This design comes from an exercise in tuning for small area and a short achievable clock period on the open sky130 flow, not from production work.
Where RTL was checked, it was by simulation tests only, not by an equivalence proof against the original.

== build 7 ==
==> flow/design.v (excerpt) <==
module butterfly_top_module_8_point(
    input clk,
    input rst,
    input new_input_flag,
    input [15:0] input_real0,
    input [15:0] input_real1,
    input [15:0] input_real2,
    input [15:0] input_real3,
    input [15:0] input_real4,
    input [15:0] input_real5,
    input [15:0] input_real6,
    input [15:0] input_real7,
    input [15:0] input_imag0,
    input [15:0] input_imag1,
    input [15:0] input_imag2,
    input [15:0] input_imag3,
    input [15:0] input_imag4,
    input [15:0] input_imag5,
    input [15:0] input_imag6,
    input [15:0] input_imag7,
    output [15:0] output_real0,
    output [15:0] output_real1,
    output [15:0] output_real2,
    output [15:0] output_real3,
    output [15:0] output_real4,
    output [15:0] output_real5,
    output [15:0] output_real6,
    output [15:0] output_real7,
    output [15:0] output_imag0,
    output [15:0] output_imag1,
    output [15:0] output_imag2,
    output [15:0] output_imag3,
    output [15:0] output_imag4,
  ...
For scale: ~7000 cells after synthesis, ~750 flip-flops, about 65000 um2 of cells after synthesis.
export LEC_CHECK = 0
export CAP_MARGIN = 20
export CORE_MARGIN = 2
export CORE_UTILIZATION = 60
export SETUP_SLACK_MARGIN = 5
export SLEW_MARGIN = 20
export TNS_END_PERCENT = 0
create_clock -name core_clock -period 10.0 [get_ports {clk}]
standard.sh (not shown) runs the stock make flow with config.mk's settings and CLKGATE_MAP_FILE= SYNTH_SCRIPT=/design/flow/synth_recipe.tcl, a recipe that flattens the netlist after the stock synthesis.
==> flow/flow/run.sh <==
#!/bin/bash
# The standard layout (standard.sh), with the ports buffered by buf_1 cells instead of
# the larger clkdlybuf4s50_1 that buffer_ports picks on its own; every port still gets a buffer.
set -euo pipefail
bash standard.sh "BUFFER_PORTS_ARGS=-buffer_cell sky130_fd_sc_hd__buf_1" finish > standard_sh.log 2>&1
What build 19 does differently from build 7 at the input level:
Settings: SETUP_SLACK_MARGIN no longer set, was 5; CORE_UTILIZATION now 55, was 60.
==> flow/flow/run.sh <==
#!/bin/bash
set -euo pipefail
bash standard.sh "BUFFER_PORTS_ARGS=-buffer_cell sky130_fd_sc_hd__buf_1" SETUP_SLACK_MARGIN=5.8 finish > standard_sh.log 2>&1
[summary]
Diff build 7 -> build 19 | final standard cell count with taps included and fillers excluded | increase of 162. Build 19 completed end to end with timing, DRC and antenna clean. Build 7: no failed stages, no open violations at the end. The final reports for build 19 and build 7 show width of the die higher in the former. The area of the core region reported for build 19 is greater than that of build 7 by 9500 um2. As far as total DRC errors in the routed layout goes, build 7 and build 19 are indistinguishable; the numbers are identical.
Edits applied to the flow inputs when going from build 19 to build 37:
Settings: TNS_END_PERCENT no longer set, was 0; CORE_UTILIZATION now 75, was 55; SETUP_SLACK_MARGIN now 5, previously not set.
==> flow/flow/run.sh <==
#!/bin/bash
# The standard layout (standard.sh), with the ports buffered by buf_1 cells instead of
# the larger clkdlybuf4s50_1 that buffer_ports picks on its own; every port still gets a buffer.
set -euo pipefail
bash standard.sh "BUFFER_PORTS_ARGS=-buffer_cell sky130_fd_sc_hd__buf_1" finish > standard_sh.log 2>&1
[summary]
- Status build 37: flow complete, layout not clean - capacitance limit, slew limit
- Sort build 37 and build 19 by fraction of area in multi-input gates asc -> top: build 19
- Compared with build 19, in build 37 fraction of area in registers saw an increase; fraction of layout instances using a drive strength above 1 saw a decrease; die width saw a decrease.
- Routed wire length: build 37 worse than build 19
- The worst-case setup margin in the final layout reported for build 37 is smaller than that of build 19 by 1.41 ns.
- Build 37 ended up with y1r_p3[11]$_DFF_P_ as its timing endpoint of the critical path; build 19 ended up with y3i_p3[14]$_DFF_P_.
- Status: post-CTS clock slew at the launch and capture registers of the worst setup and hold paths parity (build 37, build 19)

butterfly_top_module_8_point, a different RTL version from the one above (not shown whole).
Size in the first run: roughly 6,300 cells after synthesis, ~750 flip-flops, ~520 I/O pins.
==> flow/config.mk <==
export PLATFORM = sky130hd
export DESIGN_NAME = butterfly_top_module_8_point
export DESIGN_NICKNAME = butterfly_top_module_8_point
export VERILOG_FILES = /design/flow/design.v
export SDC_FILE = /design/flow/constraint.sdc
export NUM_CORES = 4
export LEC_CHECK = 0
export CAP_MARGIN = 20
export CORE_MARGIN = 2
export CORE_UTILIZATION = 60
export SETUP_SLACK_MARGIN = 5
export SLEW_MARGIN = 20
==> flow/constraint.sdc <==
create_clock -name core_clock -period 10.0 [get_ports {clk}]
set_input_delay 2.0000 -clock core_clock [delete_from_list [all_inputs] [get_ports {clk}]]
set_output_delay 2.0000 -clock core_clock [all_outputs]
set_load 0.01 [all_outputs]
==> flow/flow/run.sh <==
#!/bin/bash
# The standard layout (standard.sh), with the ports buffered by buf_1 cells instead of
# the larger clkdlybuf4s50_1 that buffer_ports picks on its own; every port still gets a buffer.
set -euo pipefail
bash standard.sh "BUFFER_PORTS_ARGS=-buffer_cell sky130_fd_sc_hd__buf_1" finish > standard_sh.log 2>&1
The first run produced a clean layout.
Edit:
==> flow/run.sh (new file) <==
#!/bin/bash
# synth_recipe.tcl (not shown) runs the flow's synth.tcl, then flattens the netlist and writes it again
# the make line also repeats each setting of config.mk as NAME=value (left out here)
make -C /OpenROAD-flow-scripts/flow DESIGN_CONFIG=/design/flow/config.mk WORK_HOME=/design/flow/orfs CLKGATE_MAP_FILE= SYNTH_SCRIPT=/design/flow/synth_recipe.tcl finish
removed: flow/flow/run.sh
removed: flow/standard.sh
Result: The new run went through all stages and came out clean; wire length goes up by about 1.5%; global-route usage grows by 0.49 points; clock skew goes up by 0.0067 ns; count of clock-buffer cells in the layout rose by 5; worst hold slack improved by 0.011 ns; utilization rose by 3.8 points.
No run of this note included a check of the RTL's function; only the layout flow was run.

butterfly_top_module_8_point with an RTL version that a note above also has.
Size in the first run: about 750 flip-flops, roughly 520 I/O pins, about 65000 um^2 of cells after synthesis.
==> flow/config.mk <==
export PLATFORM = sky130hd
export DESIGN_NAME = butterfly_top_module_8_point
export DESIGN_NICKNAME = butterfly_top_module_8_point
export VERILOG_FILES = /design/flow/design.v
export SDC_FILE = /design/flow/constraint.sdc
export NUM_CORES = 4
export LEC_CHECK = 0
export CAP_MARGIN = 20
export CORE_MARGIN = 2
export CORE_UTILIZATION = 60
export CTS_BUF_LIST = sky130_fd_sc_hd__clkbuf_4 sky130_fd_sc_hd__clkbuf_8
export SLEW_MARGIN = 20
export TNS_END_PERCENT = 0
==> flow/constraint.sdc <==
create_clock -name core_clock -period 10.0 [get_ports {clk}]
set_input_delay 2.0000 -clock core_clock [delete_from_list [all_inputs] [get_ports {clk}]]
set_output_delay 2.0000 -clock core_clock [all_outputs]
set_load 0.01 [all_outputs]
==> flow/flow/run.sh <==
#!/bin/bash
set -euo pipefail
bash standard.sh "BUFFER_PORTS_ARGS=-buffer_cell sky130_fd_sc_hd__buf_1" SETUP_SLACK_MARGIN=5.8 finish > standard_sh.log 2>&1
Change:
CORE_UTILIZATION = 66   (was 60)
CTS_BUF_LIST = not set   (was sky130_fd_sc_hd__clkbuf_4 sky130_fd_sc_hd__clkbuf_8)
=> Via count went up slightly. Area after synthesis is unchanged. Global-route usage went up by 2.6 points. Worst hold slack got worse by 0.017 ns. Die area went down by a little under a tenth.
Change:
CORE_UTILIZATION = 60   (was 66)
What happened:
- The changed run produced a clean layout
- wire length increases slightly
- worst setup slack gets better by 0.042 ns
- cell area rose slightly
Change:
==> flow/flow/run.sh (replaced) <==
#!/bin/bash
# The standard layout (standard.sh), with the ports buffered by buf_1 cells instead of
# the larger clkdlybuf4s50_1 that buffer_ports picks on its own; every port still gets a buffer.
set -euo pipefail
bash standard.sh "BUFFER_PORTS_ARGS=-buffer_cell sky130_fd_sc_hd__buf_1" finish > standard_sh.log 2>&1
SETUP_SLACK_MARGIN = 5   (was not set)
TNS_END_PERCENT = not set   (was 0)
=> Worst setup slack is worse by 0.084 ns. Wire length hardly moves. Design area goes down slightly. Sequential share of layout area rose by 0.17 points.
Change:
CORE_UTILIZATION = 66   (was 60)
Result: The changed run ran to the end with no violations. Routed wire length fell slightly. Worst hold slack barely changes. Flip-flop and latch count is unchanged.

red:
Another version of the RTL of butterfly_top_module_8_point (not shown whole).
Size: ~7100 cells after synthesis, ~520 I/O pins, ~67000 um^2 of cells after synthesis.
clock: 10.0 ns
lec_check: 0
cap_margin: 20
core_margin: 2
core_utilization: 40
slew_margin: 20
==> flow/flow/run.sh <==
#!/bin/bash
set -euo pipefail
bash standard.sh SETUP_SLACK_MARGIN=6.5 finish > standard_sh.log 2>&1
red finished every stage and its layout cleared the timing, design-rule and antenna checks.
diff inputs: red => blue
- an added SETUP_SLACK_MARGIN of 5
==> flow/run.sh (new file) <==
#!/bin/bash
# synth_recipe.tcl (not shown) runs the flow's synth.tcl, then flattens the netlist and writes it again
# the make line also repeats each setting of config.mk as NAME=value (left out here)
make -C /OpenROAD-flow-scripts/flow DESIGN_CONFIG=/design/flow/config.mk WORK_HOME=/design/flow/orfs CLKGATE_MAP_FILE= SYNTH_SCRIPT=/design/flow/synth_recipe.tcl finish
removed: flow/flow/run.sh
removed: flow/standard.sh
--- outcome ---
- No stage failed in blue, and the final checks on the layout all came back clean.
- Of blue and red, blue shows the higher proportion of cell area occupied by registers, with red below it.
- Number of buffers outside the clock class in the layout, blue and red: higher on red
- From red to blue the numbers moved as follows: least setup slack across all paths after layout has decreased.

Another version of the RTL of butterfly_top_module_8_point (not shown whole).
For scale: roughly 6900 cells after synthesis, ~1400 flip-flops.
export LEC_CHECK = 0
export CAP_MARGIN = 20
export CORE_MARGIN = 2
export CORE_UTILIZATION = 55
export SLEW_MARGIN = 20
export TNS_END_PERCENT = 0
create_clock -name core_clock -period 10.0 [get_ports {clk}]
==> flow/flow/run.sh <==
#!/bin/bash
set -euo pipefail
bash standard.sh "BUFFER_PORTS_ARGS=-buffer_cell sky130_fd_sc_hd__buf_1" SETUP_SLACK_MARGIN=5.8 finish > standard_sh.log 2>&1
Edit:
==> flow/flow/run.sh (replaced) <==
#!/bin/bash
set -euo pipefail
bash standard.sh "BUFFER_PORTS_ARGS=-buffer_cell sky130_fd_sc_hd__buf_1" SETUP_SLACK_MARGIN=6.3 finish > standard_sh.log 2>&1
Effect:
- The changed run completed without violations
- clock skew came out higher by 0.0051 ns
- worst setup slack gains 0.21 ns
- utilization came out higher by 0.70 points
- cell area came out higher slightly
- first-iteration DRC count came out higher by about a fifth
- flip-flop and latch count does not change

-- afterwards: timing with drivers on the ports --
Ports are ideal in the flow. The routed layouts listed here were re-timed in OpenROAD. Step 1 (the two cells are an assumption about what drives the block):
set clk [get_ports {clk}]
set_driving_cell -lib_cell sky130_fd_sc_hd__clkbuf_16 $clk
set_driving_cell -lib_cell sky130_fd_sc_hd__buf_2 [delete_from_list [all_inputs] $clk]
Step 2 also shifts input and output timing later by t, the mid clock arrival at the registers, as if the neighbouring blocks saw the same clock. Three values: no drivers, after step 1, after step 2; two values: the first two.
run	t, ns	setup slack, ns	worst setup path at the end	latest minus earliest clock arrival (ns)	pins driven straight from the clock port
build 7	0.748	5.028 / 5.028 / 4.446	input to register	0.032 / 0.032	1
build 19	0.772	5.220 / 5.220 / 4.533	input to register	0.038 / 0.039	1
build 37	0.748	3.812 / 3.812 / 3.812	register to register	0.025 / 0.024	1
the first run of note 2	0.740	4.815 / 4.852 / 4.113	input to register	0.027 / 0.027	1
the second run of note 2	0.742	4.878 / 4.915 / 4.174	input to register	0.038 / 0.039	1
the first run of note 3	0.913	5.231 / 5.231 / 4.496	input to register	0.065 / 0.065	1
the second run of note 3	0.740	5.194 / 5.194 / 4.521	input to register	0.036 / 0.036	1
the third run of note 3	0.752	5.236 / 5.236 / 4.636	input to register	0.032 / 0.033	1
the fourth run of note 3	0.746	5.152 / 5.152 / 4.471	input to register	0.032 / 0.032	1
the fifth run of note 3	0.754	5.142 / 5.142 / 4.519	input to register	0.032 / 0.033	1
red	0.786	5.304 / 5.304 / 4.979	input to register	0.035 / 0.036	1
blue	0.769	5.071 / 5.071 / 4.406	input to register	0.031 / 0.032	1
the first run of note 5	0.843	5.673 / 5.673 / 5.673	register to register	0.030 / 0.031	1
the second run of note 5	0.853	5.879 / 5.879 / 5.879	register to register	0.037 / 0.036	1
For the first run of note 3, which loses most, drivers alone change the setup slack by 0.000 ns; drivers and shift together by -0.735 ns.
